What follows belongs to an exercise in optimizing a design on an open flow for small area; a production flow would make more cautious choices.
RTL that was checked went through simulation tests only; none was proved equivalent to the original.

==> build 96: inputs <==
==> flow/design.v <==
module mux2n(input logic a0, input logic a1, input logic s, output logic y);
assign y = ~(s ? a1 : a0);
endmodule
module alu(
    input  logic [31:0] a,
    input  logic [31:0] b,
    input  logic        sub,
    input  logic [2:0]  f3,
    input  logic        arith,
    output logic [31:0] sum,
    output logic [31:0] res
);
logic [31:0] bx, p, g;
logic [32:0] c;
logic [7:0]  G, P;
assign bx = b ^ {32{sub}};
assign p = a ^ bx;
assign g = a & bx;
assign c[0] = sub;
for (genvar j = 0; j < 8; j++) begin : grp
    localparam int B = 4 * j;
    assign G[j] = g[B+3] | p[B+3] & (g[B+2] | p[B+2] & (g[B+1] | p[B+1] & g[B]));
    assign P[j] = p[B+3] & p[B+2] & p[B+1] & p[B];
    assign c[B+1] = g[B] | p[B] & c[B];
    assign c[B+2] = g[B+1] | p[B+1] & c[B+1];
    assign c[B+3] = g[B+2] | p[B+2] & c[B+2];
    assign c[B+4] = G[j] | P[j] & c[B];
end
assign sum = p ^ c[31:0];
logic slt, sltu;
assign sltu = !c[32];
assign slt  = (a[31] ^ b[31]) ? a[31] : sum[31];
logic left, fill;
assign left = !f3[2];
assign fill = arith && !left && a[31];
logic [31:0] d [0:5];
for (genvar k = 0; k < 32; k++) begin : rev
    mux2n m (.a0(a[k]), .a1(a[31 - k]), .s(left), .y(d[0][k]));
end
for (genvar j = 0; j < 5; j++) begin : st
    logic fp;
    assign fp = (j % 2 == 0) ? !fill : fill;    
    for (genvar k = 0; k < 32; k++) begin : b_
        if (k + (1 << j) < 32) begin : in_
            mux2n m (.a0(d[j][k]), .a1(d[j][k + (1 << j)]), .s(b[j]), .y(d[j+1][k]));
        end else begin : fl
            mux2n m (.a0(d[j][k]), .a1(fp), .s(b[j]), .y(d[j+1][k]));
        end
    end
end
logic [31:0] shr, shl;
assign shr = d[5];
always_comb for (int k = 0; k < 32; k++) shl[k] = shr[31 - k];
logic c_sum, c_shl, c_shr, c_p, c_g;
assign c_sum = f3 == 3'b000;
assign c_shl = f3 == 3'b001;
assign c_shr = f3 == 3'b101;
assign c_p   = f3 == 3'b100 || f3 == 3'b110;
assign c_g   = f3 == 3'b110 || f3 == 3'b111;
assign res = ({32{c_sum}} & sum) | ({32{c_shl}} & shl) | ({32{c_shr}} & shr) |
             ({32{c_p}} & p) | ({32{c_g}} & g) |
             {31'd0, (f3 == 3'b010 && slt) || (f3 == 3'b011 && sltu)};
endmodule
module ao222n(
    input  logic a0, b0, a1, b1, a2, b2,
    output logic y
);
assign y = ~((a0 & b0) | (a1 & b1) | (a2 & b2));
endmodule
module ao22n(
    input  logic a0, b0, a1, b1,
    output logic y
);
assign y = ~((a0 & b0) | (a1 & b1));
endmodule
module nand4m(
    input  logic a, b, c, d,
    output logic y
);
assign y = ~(a & b & c & d);
endmodule
module nand3m(
    input  logic a, b, c,
    output logic y
);
assign y = ~(a & b & c);
endmodule
module nand2m(
    input  logic a, b,
    output logic y
);
assign y = ~(a & b);
endmodule
module or4m(
    input  logic a, b, c, d,
    output logic y
);
assign y = a | b | c | d;
endmodule
module rf_read_tree(
    input  logic [10:0] n,
    input  logic        e,
    output logic        y
);
logic t0, t1, t2;
nand4m m0 (.a(n[0]), .b(n[1]), .c(n[2]), .d(n[3]), .y(t0));
nand4m m1 (.a(n[4]), .b(n[5]), .c(n[6]), .d(n[7]), .y(t1));
nand3m m2 (.a(n[8]), .b(n[9]), .c(n[10]), .y(t2));
or4m   m3 (.a(t0), .b(t1), .c(t2), .d(e), .y(y));
endmodule
module rf_read_bit_a(
    input  logic [31:0] d,
    input  logic [31:0] s,
    input  logic        e,
    output logic        y
);
logic [10:0] n;
for (genvar i = 0; i < 10; i++) begin : g
    ao222n m (.a0(d[3*i]), .b0(s[3*i]), .a1(d[3*i+1]), .b1(s[3*i+1]),
              .a2(d[3*i+2]), .b2(s[3*i+2]), .y(n[i]));
end
ao22n m10 (.a0(d[30]), .b0(s[30]), .a1(d[31]), .b1(s[31]), .y(n[10]));
rf_read_tree t (.n(n), .e(e), .y(y));
endmodule
module rf_read_bit_b(
    input  logic [31:1] d,
    input  logic [31:1] s,
    input  logic        e,
    output logic        y
);
logic [10:0] n;
for (genvar i = 0; i < 10; i++) begin : g
    ao222n m (.a0(d[3*i+1]), .b0(s[3*i+1]), .a1(d[3*i+2]), .b1(s[3*i+2]),
              .a2(d[3*i+3]), .b2(s[3*i+3]), .y(n[i]));
end
nand2m m10 (.a(d[31]), .b(s[31]), .y(n[10]));
rf_read_tree t (.n(n), .e(e), .y(y));
endmodule
module pc_inc(
    input  logic [31:1] pc,
    output logic [31:1] pc4
);
logic [31:2] c;
assign c[2] = 1'b1;
for (genvar i = 2; i < 32; i++) begin : g
    assign pc4[i] = pc[i] ^ c[i];
    if (i < 31) begin : g_c
        assign c[i + 1] = pc[i] & c[i];
    end
end
assign pc4[1] = pc[1];
endmodule
module riscv_core(
    input  logic        clk,
    input  logic        reset,           
    output logic [31:0] imem_addr,
    input  logic [31:0] imem_rdata,
    output logic [31:0] dmem_addr,
    output logic        dmem_re,
    input  logic [31:0] dmem_rdata,
    output logic        dmem_we,
    output logic [31:0] dmem_wdata,
    output logic        wb_en,
    output logic [4:0]  wb_addr,
    output logic [31:0] wb_data
);
logic [31:0] ins;
assign ins = imem_rdata;
logic [2:0] f3;
logic [4:0] rs1, rs2, rd;
assign f3  = ins[14:12];
assign rs1 = ins[19:15];
assign rs2 = ins[24:20];
assign rd  = ins[11:7];
logic is_r, is_i, is_ld, is_st, is_jal;
assign is_r   = ins[6:0] == 7'b0110011;
assign is_i   = ins[6:0] == 7'b0010011;
assign is_ld  = ins[6:0] == 7'b0000011;
assign is_st  = ins[6:0] == 7'b0100011;
assign is_jal = ins[6:0] == 7'b1101111;
logic [31:1] pc, pc4;
logic [31:0] sum;
pc_inc inc (.pc(pc), .pc4(pc4));
always_ff @(posedge clk or posedge reset) begin
    if (reset) pc <= '0;
    else       pc <= is_jal ? sum[31:1] : pc4;
end
assign imem_addr = {pc, 1'b0};
logic [31:0] rf [1:31];
logic [31:1] vld;
logic [31:1] wsel;
always_comb begin
    for (int i = 1; i < 32; i++) wsel[i] = wb_en && (rd == i);
end
always_ff @(posedge clk) begin
    for (int i = 1; i < 32; i++)
        if (wsel[i]) rf[i] <= wb_data;
end
always_ff @(posedge clk or posedge reset) begin
    if (reset) vld <= '0;
    else       vld <= vld | wsel;
end
logic [31:0] sa;
logic [31:1] sb, ua, ub;
always_comb begin
    sa[0] = is_jal;
    for (int i = 1; i < 32; i++) begin
        sa[i] = !is_jal && rs1 == i && vld[i];
        ua[i] = !is_jal && rs1 == i && !vld[i];
        sb[i] = rs2 == i && vld[i];
        ub[i] = rs2 == i && !vld[i];
    end
end
logic [31:0] ea, eb;
assign ea = {{27{ua[5]}}, ua[4] | ua[5] | ua[7], 1'b0, ua[2] | ua[7], ua[1] | ua[2], ua[2]};
assign eb = {{27{ub[5]}}, ub[4] | ub[5] | ub[7], 1'b0, ub[2] | ub[7], ub[1] | ub[2], ub[2]};
logic [31:0] ra, rb;
for (genvar k = 0; k < 32; k++) begin : g_rd
    logic [31:1] col;
    for (genvar j = 1; j < 32; j++) begin : g_col
        assign col[j] = rf[j][k];
    end
    rf_read_bit_a rda (.d({col, imem_addr[k]}), .s(sa), .e(ea[k]), .y(ra[k]));
    rf_read_bit_b rdb (.d(col), .s(sb), .e(eb[k]), .y(rb[k]));
end
logic [31:0] opb;
assign opb = is_r   ? rb :
             is_st  ? {{20{ins[31]}}, ins[31:25], ins[11:7]} :
             is_jal ? {{12{ins[31]}}, ins[19:12], ins[20], ins[30:21], 1'b0} :
                      {{20{ins[31]}}, ins[31:20]};
logic sub;
assign sub = ins[4] && ((f3 == 3'b000 && ins[30] && ins[5]) || f3[2:1] == 2'b01);
logic [31:0] alu_res;
alu alu_i (.a(ra), .b(opb), .sub(sub), .f3(f3), .arith(ins[30]), .sum(sum), .res(alu_res));
assign dmem_addr  = sum;
assign dmem_re    = is_ld;
assign dmem_we    = is_st && (sum != 32'd0) && !f3[2] && !(f3[1] && f3[0]);
assign dmem_wdata = {rb[31:16] & {16{f3[1]}}, rb[15:8] & {8{f3[1] | f3[0]}}, rb[7:0]};
logic [31:0] ld;
logic        ld_sign;
assign ld_sign = !f3[2] && (f3[0] ? dmem_rdata[15] : dmem_rdata[7]);
assign ld = f3[1] ? dmem_rdata :
            f3[0] ? {{16{ld_sign}}, dmem_rdata[15:0]} :
                    {{24{ld_sign}}, dmem_rdata[7:0]};
assign wb_addr = rd;
assign wb_en   = (rd != 5'd0) &&
                 (is_r || is_i || is_jal ||
                  (is_ld && !(f3[1] && f3[0]) && !(f3[2] && f3[1])));
assign wb_data = is_ld  ? ld :
                 is_jal ? {pc4, 1'b0} :
                          alu_res;
endmodule
==> flow/flow/run.sh <==
#!/bin/bash
# The standard layout (standard.sh), with two changes: the port buffers are
# the smallest buffer cell, and clock tree synthesis adds no dummy loads.
set -euo pipefail
export BUFFER_PORTS_ARGS="-buffer_cell sky130_fd_sc_hd__buf_1"
export CTS_ARGS="-sink_clustering_enable -repair_clock_nets -dont_use_dummy_load -buf_list sky130_fd_sc_hd__clkbuf_16 -sink_clustering_size 30 -sink_clustering_max_diameter 80"
bash standard.sh > standard.log 2>&1
==> flow/standard.sh <==
#!/bin/bash
# synth_recipe.tcl (not shown) runs the flow's synth.tcl, then flattens the netlist and writes it again
# the make line also repeats each setting of config.mk as NAME=value (left out here)
make -C /OpenROAD-flow-scripts/flow DESIGN_CONFIG=/design/flow/config.mk WORK_HOME=/design/flow/orfs CLKGATE_MAP_FILE= SYNTH_SCRIPT=/design/flow/synth_recipe.tcl "${@:-finish}"
==> flow/config.mk <==
export PLATFORM = sky130hd
export DESIGN_NAME = riscv_core
export DESIGN_NICKNAME = riscv_core
export VERILOG_FILES = /design/flow/design.v
export SDC_FILE = /design/flow/constraint.sdc
export NUM_CORES = 8
export LEC_CHECK = 0
export CAP_MARGIN = 0
export CORE_MARGIN = 2
export CORE_UTILIZATION = 50
export CTS_BUF_LIST = sky130_fd_sc_hd__clkbuf_16
export CTS_CLUSTER_DIAMETER = 80
export CTS_CLUSTER_SIZE = 30
export PLACE_DENSITY = 0.6
export SETUP_SLACK_MARGIN = 0
export SLEW_MARGIN = 0
export SYNTH_HIERARCHICAL = 1
==> flow/constraint.sdc <==
create_clock -name core_clock -period 16.0 [get_ports {clk}]
set_input_delay 3.2000 -clock core_clock [delete_from_list [all_inputs] [get_ports {clk}]]
set_output_delay 3.2000 -clock core_clock [all_outputs]
set_load 0.01 [all_outputs]
==> build 14 (differences from build 96) <==
--- a/flow/design.v
+++ b/flow/design.v
@@ -8,3 +8,6 @@
     input  logic [2:0]  f3,
-    input  logic        arith,
+    input  logic        arith,     
+    input  logic        c_sum, c_shl, c_shr, c_p, c_g, c_slt, c_sltu, c_ld, c_pc,
+    input  logic [31:0] ld,        
+    input  logic [31:0] pc4,       
     output logic [31:0] sum,
@@ -53,11 +56,5 @@
 always_comb for (int k = 0; k < 32; k++) shl[k] = shr[31 - k];
-logic c_sum, c_shl, c_shr, c_p, c_g;
-assign c_sum = f3 == 3'b000;
-assign c_shl = f3 == 3'b001;
-assign c_shr = f3 == 3'b101;
-assign c_p   = f3 == 3'b100 || f3 == 3'b110;
-assign c_g   = f3 == 3'b110 || f3 == 3'b111;
 assign res = ({32{c_sum}} & sum) | ({32{c_shl}} & shl) | ({32{c_shr}} & shr) |
-             ({32{c_p}} & p) | ({32{c_g}} & g) |
-             {31'd0, (f3 == 3'b010 && slt) || (f3 == 3'b011 && sltu)};
+             ({32{c_p}} & p) | ({32{c_g}} & g) | ({32{c_ld}} & ld) | ({32{c_pc}} & pc4) |
+             {31'd0, (c_slt && slt) || (c_sltu && sltu)};
 endmodule
@@ -98,2 +95,8 @@
 assign y = a | b | c | d;
+endmodule
+module or3m(
+    input  logic a, b, c,
+    output logic y
+);
+assign y = a | b | c;
 endmodule
@@ -110,2 +113,12 @@
 endmodule
+module rf_read_tree3(
+    input  logic [10:0] n,
+    output logic        y
+);
+logic t0, t1, t2;
+nand4m m0 (.a(n[0]), .b(n[1]), .c(n[2]), .d(n[3]), .y(t0));
+nand4m m1 (.a(n[4]), .b(n[5]), .c(n[6]), .d(n[7]), .y(t1));
+nand3m m2 (.a(n[8]), .b(n[9]), .c(n[10]), .y(t2));
+or3m   m3 (.a(t0), .b(t1), .c(t2), .y(y));
+endmodule
 module rf_read_bit_a(
@@ -121,4 +134,4 @@
 end
-ao22n m10 (.a0(d[30]), .b0(s[30]), .a1(d[31]), .b1(s[31]), .y(n[10]));
-rf_read_tree t (.n(n), .e(e), .y(y));
+ao222n m10 (.a0(d[30]), .b0(s[30]), .a1(d[31]), .b1(s[31]), .a2(e), .b2(e), .y(n[10]));
+rf_read_tree3 t (.n(n), .y(y));
 endmodule
@@ -205,6 +218,6 @@
 always_comb begin
-    sa[0] = is_jal;
+    sa[0] = ins[2];
     for (int i = 1; i < 32; i++) begin
-        sa[i] = !is_jal && rs1 == i && vld[i];
-        ua[i] = !is_jal && rs1 == i && !vld[i];
+        sa[i] = !ins[2] && rs1 == i && vld[i];
+        ua[i] = !ins[2] && rs1 == i && !vld[i];
         sb[i] = rs2 == i && vld[i];
@@ -226,10 +239,23 @@
 logic [31:0] opb;
-assign opb = is_r   ? rb :
-             is_st  ? {{20{ins[31]}}, ins[31:25], ins[11:7]} :
-             is_jal ? {{12{ins[31]}}, ins[19:12], ins[20], ins[30:21], 1'b0} :
-                      {{20{ins[31]}}, ins[31:20]};
+assign opb = ins[2]            ? {{12{ins[31]}}, ins[19:12], ins[20], ins[30:21], 1'b0} :
+             !ins[5]           ? {{20{ins[31]}}, ins[31:20]} :
+             ins[4]            ? rb :
+                                 {{20{ins[31]}}, ins[31:25], ins[11:7]};
 logic sub;
 assign sub = ins[4] && ((f3 == 3'b000 && ins[30] && ins[5]) || f3[2:1] == 2'b01);
-logic [31:0] alu_res;
-alu alu_i (.a(ra), .b(opb), .sub(sub), .f3(f3), .arith(ins[30]), .sum(sum), .res(alu_res));
+logic c_sum, c_shl, c_shr, c_p, c_g, c_slt, c_sltu, c_ld, c_pc;
+assign c_sum  = ins[4] && f3 == 3'b000;
+assign c_shl  = ins[4] && f3 == 3'b001;
+assign c_slt  = ins[4] && f3 == 3'b010;
+assign c_sltu = ins[4] && f3 == 3'b011;
+assign c_shr  = ins[4] && f3 == 3'b101;
+assign c_p    = ins[4] && (f3 == 3'b100 || f3 == 3'b110);
+assign c_g    = ins[4] && (f3 == 3'b110 || f3 == 3'b111);
+assign c_ld   = !ins[4] && !ins[2];
+assign c_pc   = !ins[4] && ins[2];
+logic [31:0] ld;
+alu alu_i (.a(ra), .b(opb), .sub(sub), .f3(f3), .arith(ins[30]),
+           .c_sum(c_sum), .c_shl(c_shl), .c_shr(c_shr), .c_p(c_p), .c_g(c_g),
+           .c_slt(c_slt), .c_sltu(c_sltu), .c_ld(c_ld), .c_pc(c_pc),
+           .ld(ld), .pc4({pc4, 1'b0}), .sum(sum), .res(wb_data));
 assign dmem_addr  = sum;
@@ -238,3 +264,2 @@
 assign dmem_wdata = {rb[31:16] & {16{f3[1]}}, rb[15:8] & {8{f3[1] | f3[0]}}, rb[7:0]};
-logic [31:0] ld;
 logic        ld_sign;
@@ -248,5 +273,2 @@
                   (is_ld && !(f3[1] && f3[0]) && !(f3[2] && f3[1])));
-assign wb_data = is_ld  ? ld :
-                 is_jal ? {pc4, 1'b0} :
-                          alu_res;
-endmodule
+endmodule
--- a/flow/flow/run.sh
+++ b/flow/flow/run.sh
@@ -1,4 +1,7 @@
 #!/bin/bash
-# The standard layout (standard.sh), with two changes: the port buffers are
-# the smallest buffer cell, and clock tree synthesis adds no dummy loads.
+# The standard layout (standard.sh) with two changes, made through the
+# ORFS variables it reads: the port buffers are the smallest buffer cell
+# (buf_1), and clock tree synthesis uses clusters of up to 30 sinks and adds
+# no dummy loads. The full make output goes to standard.log; ORFS writes each
+# step's log under orfs/logs/.
 set -euo pipefail
- CTS_BUF_LIST: sky130_fd_sc_hd__clkbuf_16 -> unset
- CTS_CLUSTER_DIAMETER: 80 -> unset
- CTS_CLUSTER_SIZE: 30 -> unset
- SETUP_SLACK_MARGIN: 0 -> 0.2
==> impl_metrics.json <==
{
  "status": "no timing/DRC/antenna violations",
  "detail_route.wirelength_um": 205000,
  "dieWidth_um": 315,
  "core_um2": 96300,
  "wl_per_cell_um": 42.5,
  "comb.multi_input.count": 2026,
  "bufAreaShareNonClock_pct": 4.11,
  "power.internal_w": 0.00380,
  "vias": 38700,
  "postLayoutSetupSlackWorst_ns": 0.501,
  "sequential_power_w": 0.00315,
  "portion_of_total_power_attributed_to_combinational_logic_pct": 11.7,
  "initial_core_util_pct": 50.2,
  "reg2reg_from": "vld[10]",
  "grt_use_met3_pct": 13.6,
  "p_switching_w": 0.00133,
  "min_period_over_period_pct": 96.9
}
the above is filed under build 96

==> impl_metrics.json <==
{
  "reg2reg_from": "vld[22]",
  "status": "no timing/DRC/antenna violations",
  "core_um2": 94700,
  "detail_route.wirelength_um": 207000,
  "bufAreaShareNonClock_pct": 3.46,
  "min_period_over_period_pct": 93.2,
  "power.internal_w": 0.00399,
  "sequential_power_w": 0.00322,
  "initial_core_util_pct": 50.4,
  "dieWidth_um": 313
}
the above is filed under build 14

Function not checked in build 96: the RTL went through the layout flow alone.

==> static timing again, ports no longer ideal <==
Ports are ideal in the flow. The routed layouts listed here were re-timed in OpenROAD.
Step 1 (the two cells are an assumption about what drives the block):
set clk [get_ports {clk}]
set_driving_cell -lib_cell sky130_fd_sc_hd__clkbuf_16 $clk
set_driving_cell -lib_cell sky130_fd_sc_hd__buf_2 [delete_from_list [all_inputs] $clk]
Step 2 moves the port delays by t, midway between the first and last clock arrival at a register: inputs arrive t later, outputs are due t later. That takes back most of the time a late clock gives input paths.
Slacks: ideal ports / drivers / drivers and shift; pairs: ideal ports / drivers.
| run | t (ns) | slack for setup (ns) | latest minus earliest clock arrival (ns) | worst register clock-pin slew, ns |
|---|---|---|---|---|
| build 96 | 0.731 | 0.501 / 0.474 / 0.474 | 0.113 / 0.114 | 0.12 / 0.12 |
| build 14 | 0.743 | 1.083 / 1.049 / 1.049 | 0.095 / 0.096 | 0.12 / 0.12 |
After both steps setup and hold are still met in every run listed. The setup slack of build 14, which loses most, moves by -0.034 ns with the drivers and by -0.034 ns with both steps.
